From an optimization exercise on the open Yosys and OpenROAD flow, aimed at small area, a short achievable clock period and few clock cycles; shortcuts taken in it are not production practice.
Only simulation tests tie the RTL to the original design; equivalence was not proved.
Power and IR drop assume default switching activity.

## flow/design.v (module list and top-level ports; edited modules follow where they fit)
// module xxh32_tp14: 549 lines
// module xxh32_tp2: 340 lines
// module xxh32_tp3: 410 lines
// module xxh32_tp5b: 145 lines
// module xxh32_calc_v2: 353 lines
module xxh32_calc_v2(
input	wire				clk,
input wire				rstN,
input wire				compress_start,
input wire				compress_done,
input wire	[31:0]	length,
input wire				length_valid,
input wire	[31:0]	data,
input wire				data_valid,
output wire	[31:0]	digest,
output reg				digest_valid
);
  // ...
==> flow/flow/run.sh <==
#!/bin/bash
# The standard layout (standard.sh, unchanged synthesis and steps), with ORFS's
# timing repair asked to leave a setup margin, so that it speeds up the paths that
# set the achieved period even though they already meet the 13 ns clock.
set -o pipefail
export SETUP_SLACK_MARGIN=9
echo "export SETUP_SLACK_MARGIN = 9" >> config.mk
bash standard.sh > standard.log 2>&1
==> flow/standard.sh <==
#!/bin/bash
# synth_recipe.tcl (not shown) runs the flow's synth.tcl, then flattens the netlist and writes it again
# the make line also repeats each setting of config.mk as NAME=value (left out here)
make -C /OpenROAD-flow-scripts/flow DESIGN_CONFIG=/design/flow/config.mk WORK_HOME=/design/flow/orfs CLKGATE_MAP_FILE= SYNTH_SCRIPT=/design/flow/synth_recipe.tcl "${@:-finish}"
==> flow/config.mk <==
export PLATFORM = sky130hd
export DESIGN_NAME = xxh32_calc_v2
export DESIGN_NICKNAME = xxh32_calc_v2
export VERILOG_FILES = /design/flow/design.v
export SDC_FILE = /design/flow/constraint.sdc
export NUM_CORES = 4
export LEC_CHECK = 0
export CAP_MARGIN = 20
export CORE_MARGIN = 2
export CORE_UTILIZATION = 60
export PLACE_DENSITY = 0.75
export SLEW_MARGIN = 20
export SETUP_SLACK_MARGIN = 9
==> flow/constraint.sdc <==
create_clock -name core_clock -period 13.0 [get_ports {clk}]
set_input_delay 2.6000 -clock core_clock [delete_from_list [all_inputs] [get_ports {clk}]]
set_output_delay 2.6000 -clock core_clock [all_outputs]
set_load 0.01 [all_outputs]
==> run summary, run 1 <==
Floorplanning
Row generation in the floorplan step produced between 90 and 100 rows. The die covers between 60000 and 70000 sq um. The initial utilization of the core area, before any placement, comes to 0.603.

Clock network
Once the clock tree was built, the resizer swapped 330 gates to a different size. CTS placed an instance of clkbuf_16 at the clock tree root. Clock latency on the worst-skew pair, taken at its later pin, is around 0.6 ns.

Final layout
Non-clock inverters in the final layout number about 480. The count of plain and timing-repair buffers is 387. Relative to the synthesized area, the layout overhead comes to 20.6%. In the layout the commonest cells are inv_1 (423), fa_1 (383), nand2_1 (351), nor2_1 (279), edfxtp_1 (271). Registers represent a cell area share of 0.226. By area, the class that comes first in the final layout consists of multi-input combinational cells.

Drt
For this block, the initial DRC count from the detailed router was 5555. The number of antenna-violating nets in the routed design is 0. The final wirelength is 144 mm. After detailed routing, the average wire length per cell comes to 29.2 microns. The routed design uses 60.5 mm of met2 wire.

Critical path
Counting both buffers and inverters, the worst setup path holds a total of 3. The top fanout value on the critical path is 6. The cell occurring most often along the worst timing path is xnor2_1. Tracing the worst setup path back leads to its startpoint at kc_b[1]. The total number of cells along the worst setup path is 16.

Logic synthesis
The most used standard cell by instance count after synthesis is inv_1. The count of cell types in the netlist is 96. The mux cell area share after synthesis is 0.0229.

The area share of the leading cell type in the synthesized netlist is 0.236. The summed instance area of the synthesized netlist is 37000 sq um.

Power
The clock group power is between 1 and 1.5 mW. The leakage power summed over all cells is between 15 and 20 nW. The main power-consuming group is combinational cells. Total power for the finished layout comes to 12.5 mW. The sequential-cell power consumption is 2.20 mW. Of the total power, combinational logic draws 0.724. The worst-case vdd ir drop is 0.487 mV.

Global routing
The largest net degree at the start of global routing is 170. The leftover overflow at the end of global routing is 0. The highest-utilization routing layer at the global route stage is met2. The wire length of the first global-routing pass is roughly 200 mm.

Worst hold path
The worst min-delay path category is register to register. For hold timing, the worst endpoint is digest_valid.

Timing
The sum of negative setup slack is 0 ns. The worst hold-check slack is roughly 0.43 ns.

Flow run
The max capacitance violation total is 0.

Outcome
The run finished with no timing, DRC or antenna violations.

Placement
The count of buffers inserted at the top-level ports is between 80 and 90.
Testbench counts, summed over its fixed seeds: cycles 45,476.
==> run 2: changes to the inputs <==
--- a/flow/config.mk
+++ b/flow/config.mk
@@ -11,3 +11,4 @@
 export PLACE_DENSITY = 0.75
 export SLEW_MARGIN = 20
+export TNS_END_PERCENT = 5
 export SETUP_SLACK_MARGIN = 9
==> run 2 against run 1 <==
Against the previous run:
- still clean on timing, DRC and antenna
- combinational power down 6.1%
- sequential power about the same
- clock-buffer cell count up 5
- worst hold slack worse by 0.023 ns
- utilization down 3.5 points
- die area unchanged
- final cell count down 1.9%
- clock power down 5%
- synthesized cell count unchanged
- sequential share of layout area up 1.1 points
- worst setup slack worse by 0.025 ns
- non-clock buffer count down 85
- critical endpoint is now xb[9]
==> run summary, run 2 <==
Outcome
Status: complete, no violations (unchanged).

Floorplanning
The number of top-level design ports came to 103 (unchanged). The width of the die is 252 microns (unchanged). The floorplan die height is 252 microns (unchanged). The cell row count came to 91 (unchanged). The starting density of the core is 0.603 (unchanged). The full die area is 63700 sq um (unchanged).

The total core area is 61400 sq um (unchanged).

Clock network
The CTS tree is done (unchanged). The clock slew seen by the registers of the worst setup and hold paths is 0.07 ns (was 0.08 ns). The number of H-tree levels is 2 (unchanged). The cell at the root of the clock tree was clkbuf_16 (unchanged). The maximum buffer depth of the clock tree is 3 (unchanged). The hold buffer count at cts was 0 (unchanged). The insertion delay to the later sink of the worst-skew pair came to 0.61 ns (was 0.59 ns). The number of clock sinks is 356 (unchanged). The number of buffers inserted during clock tree synthesis was 41 (was 43).

Global routing
The wire length of the first global-routing pass came to 199 mm (was 205 mm). The via count of the first global-routing pass is 31000 (was 31400). The largest net degree at the start of global routing is 174 (was 170). The number of antenna violations at the first check in global routing came to 0 (was 6). The leftover overflow at the end of global routing is 0 (unchanged). The total global routing track utilization came to 0.430 (was 0.444).

Timing
The period utilization is 0.334 (was 0.333). The measured slew at the worst slew-check pin is 1.18 ns (was 1.06 ns). The max-slew headroom at the worst pin is 0.213 (was 0.292). The highest clock rate is 0.230 GHz (was 0.231 GHz). The count of final hold-check violations was 0 (unchanged).

The final count of negative-setup-slack endpoints was 0 (unchanged). The count of pins over their slew limit is 0 (unchanged). The shortest clock period the worst path allows after layout is 4.35 ns (was 4.32 ns). The worst clock skew on the final layout is 0.0285 ns (was 0.0244 ns). Unrepaired setup endpoints after global routing: yes (unchanged). The sum of negative setup slack is 0 ns (unchanged).

Drt
The per-cell routed wire length was 28.6 microns (was 29.2 microns). The number of vias per cell after detailed routing is 6.65 (was 6.71). The number of DRC markers after the initial detailed-route iteration is 5272 (was 5555). The number of antenna-violating nets in the routed design came to 0 (unchanged). The number of remaining DRC errors is 0 (unchanged). The detailed-router iteration count before antenna repair came to 17 (was 14).

The final wirelength is 139 mm (was 144 mm). The routed via count was 32200 (was 33200).

Power
The power density normalized to cell area is 279 nW/um^2 (about the same). The worst-case vdd ir drop is 0.426 mV (was 0.487 mV). The leakage power summed over all cells was 18.0 nW (was 18.8 nW).

Final layout
The number of filler cells placed in the layout is 4648 (was 4334). The leading cell type in the layout, fill and taps excluded is inv_1 (unchanged). The post-layout instance area is 42500 sq um (was 44700 sq um). The sequential cell area in the final layout was 10100 sq um (about the same). The fraction of layout cells with a size suffix above 1 was 0.120 (was 0.188). The area growth from synthesis to final layout is 14.7% (was 20.6%). The net count of the finished layout is 4722 (was 4812).

The area of the multi-input gates is 25300 sq um (was 26400 sq um). Highest-count cells in the layout ignoring fill and taps: inv_1 (460), fa_1 (424), nand2_1 (378), nor2_1 (285), edfxtp_1 (271) (was inv_1 (423), fa_1 (383), nand2_1 (351), nor2_1 (279), edfxtp_1 (271)).

Logic synthesis
The number of storage elements in the synthesis netlist was 356 (unchanged). The post-synthesis cell type with the largest combined area is fa_1 (unchanged). The warning count from the yosys run is 1 (unchanged).

The fraction of registers with async set or reset after synthesis is 0.104 (unchanged). The mean instance size in the synthesized netlist is 9.58 sq um (unchanged). The count of cell types in the netlist is 96 (unchanged).

The summed instance area of the synthesized netlist is 37000 sq um (unchanged). The number of flops mapped to enable cells by yosys is 271 (unchanged). Cell types with the largest area share after synthesis: fa_1 (24%), edfxtp_1 (22%), ha_1 (6.5%) (unchanged). The most instantiated flip-flop cell in the synthesis netlist is edfxtp_1 (unchanged).

The net count after synthesis is 4565 (unchanged). The number of standard cells after synthesis was 3865 (unchanged). List of most frequent post-synthesis cells: inv_1 (477), fa_1 (437), nand2_1 (387), nor2_1 (289), edfxtp_1 (271) (unchanged). The proportion of synthesized chip area in sequential cells is 0.271 (unchanged).

The most used standard cell by instance count after synthesis is inv_1 (unchanged). The area share of the leading cell type in the synthesized netlist came to 0.236 (unchanged).

Critical path
The library cell contributing the largest single delay on the critical path is a311oi_1 (was fa_1). The worst path required time is 13.27 ns (was 13.30 ns). Cell chain of the critical path: ha_1, a21o_1, or3_1, o211ai_1, a21oi_1, o31ai_1, xor2_1, o32a_1, a22o_1, a311oi_1, a21oi_1 (was nand2b_4, inv_12, buf_16, nand2_4, a21boi_4, fa_1, fa_1, fa_1, inv_1, fa_2, xor2_2, xnor2_1, xnor2_1, xnor2_1, xnor2_1, a21oi_1).

The delay of the slowest cell on the worst path is 0.58 ns (about the same). The arrival time of the worst setup path is 4.62 ns (about the same). The cell occurring most often along the worst timing path is a21oi_1 (was xnor2_1). The nature of the critical path startpoint is a register (unchanged). The start-to-end type of the worst setup path is register to register (unchanged). The critical path capture point type is a register (unchanged). The top fanout value on the critical path came to 5 (was 6).

Worst hold path
The worst min-delay path category is register to register (unchanged).

Placement
The final RePlAce weighted congestion is 1.01 (about the same). The count of buffers inserted at the top-level ports is 85 (unchanged). The HPWL after detailed placement is 99.9 mm (was 101 mm).

The cell area after placement is 38700 sq um (was 39000 sq um).

Flow run
The max capacitance violation total was 0 (unchanged).
[run 2: cell counts after synthesis]
Identical to the previous run, type by type.
[run 2: kinds of logic after synthesis]
family / after synthesis / synth area share
simple gates: 937 / 0.112
compound gates: 916 / 0.159
buf+inv: 669 / 0.0687
fa+ha+maj: 638 / 0.304
flops: 356 / 0.271
xor+xnor: 265 / 0.0637
mux: 84 / 0.0229
[run 2: cell type report]
cell class	count	area share
Antenna cell	2	0.000118
Clock buffer	56	0.0269
Clock inverter	20	0.00415
Inverter	478	0.0432
Multi-Input combinational cell	2842	0.596
Sequential cell	356	0.237
Tap cell	790	0.0233
Timing Repair Buffer	302	0.0692
Timing Repair inverter	1	0.000177
[run 2: worst max-delay path, delay by kind of cell (launching register included)]
family                   cells  cell delay (ns)
AO/OA/AOI/OAI                8             2.48
flip-flops                   1             0.43
AND/OR/NAND/NOR              1             0.42
adder cells (fa/ha/maj)      1             0.40
XOR/XNOR                     1             0.28
[run 2: timing repair]
action	4_1_cts	5_1_grt
setup buffers	113	27
endpoints found under the hold margin	0	0
pin swaps	61	65
cloned	8	5
setup endpoints to repair	230	246
gates resized for setup	189	93
[run 2: report_power, final]
group,internal (mW),switching (mW),leakage [nW]
logic,3.46,5.02,13.9
clock network,0.646,0.537,0.629
registers,1.85,0.358,3.50
[run 2: through the flow]
step | power [mW] | instances | util | worst slack [ns] | hold WS, ns
floorplan | 7.28 | 3865 | - | 4.39 | 0.345
global placement | 9.82 | 4616 | 0.631 | 6.42 | 0.388
detailed placement | 9.96 | 4616 | 0.631 | 6.36 | 0.375
CTS | 11.4 | 4813 | 0.679 | 8.76 | 0.403
global route | 12.5 | 4845 | 0.692 | 8.56 | 0.416
finish | 11.9 | 4847 | 0.692 | 8.65 | 0.404
[run 2: final timing paths]
| kind | startpoint | endpoint | cells past startpoint | slack (ns) |
|---|---|---|---|---|
| worst min-delay path | av3 | digest_valid | 0 | 0.40 |
| worst max register to register | as[6] | xb[9] | 11 | 8.65 |
| max in group asynchronous | rstN | st_bz | 1 | 10.32 |
| worst min register to register | av3 | digest_valid | 0 | 0.40 |
| min in group asynchronous | rstN | ns[4] | 1 | 2.11 |
| worst max-delay path | as[6] | xb[9] | 11 | 8.65 |
[run 2: routing by layer]
layer	wire length, microns	vias up	track usage
li1	-	13600	-
met1	50200	15600	0.576
met2	58500	2453	0.621
met3	19400	616	0.123
met4	10600	0	0.261
met5	0	-	0

-- separate check: timing with driven ports --
The flow's constraints put no driver on any port. The routed layouts listed below were extracted and timed again, unchanged, in two steps.
Step 1 assumes that a clkbuf_16 drives the clock port and a buf_2 every other input.
Step 2 moves the port delays by t, midway between the first and last clock arrival at a register: inputs arrive t later, outputs are due t later. That takes back most of the time a late clock gives input paths.
a / b / c = ideal ports / drivers / drivers and shift; a / b = the first two.
| run | shift t [ns] | setup slack, ns | latest minus earliest clock arrival (ns) | slew at the worst register clock pin (ns) |
|---|---|---|---|---|
| run 1 | 0.645 | 8.677 / 8.677 / 8.372 | 0.027 / 0.027 | 0.08 / 0.08 |
| run 2 | 0.659 | 8.652 / 8.652 / 8.217 | 0.029 / 0.029 | 0.07 / 0.07 |
After both steps setup and hold are still met in every run listed. The setup slack of run 2, which loses most, moves by 0.000 ns with the drivers and by -0.435 ns with both steps.
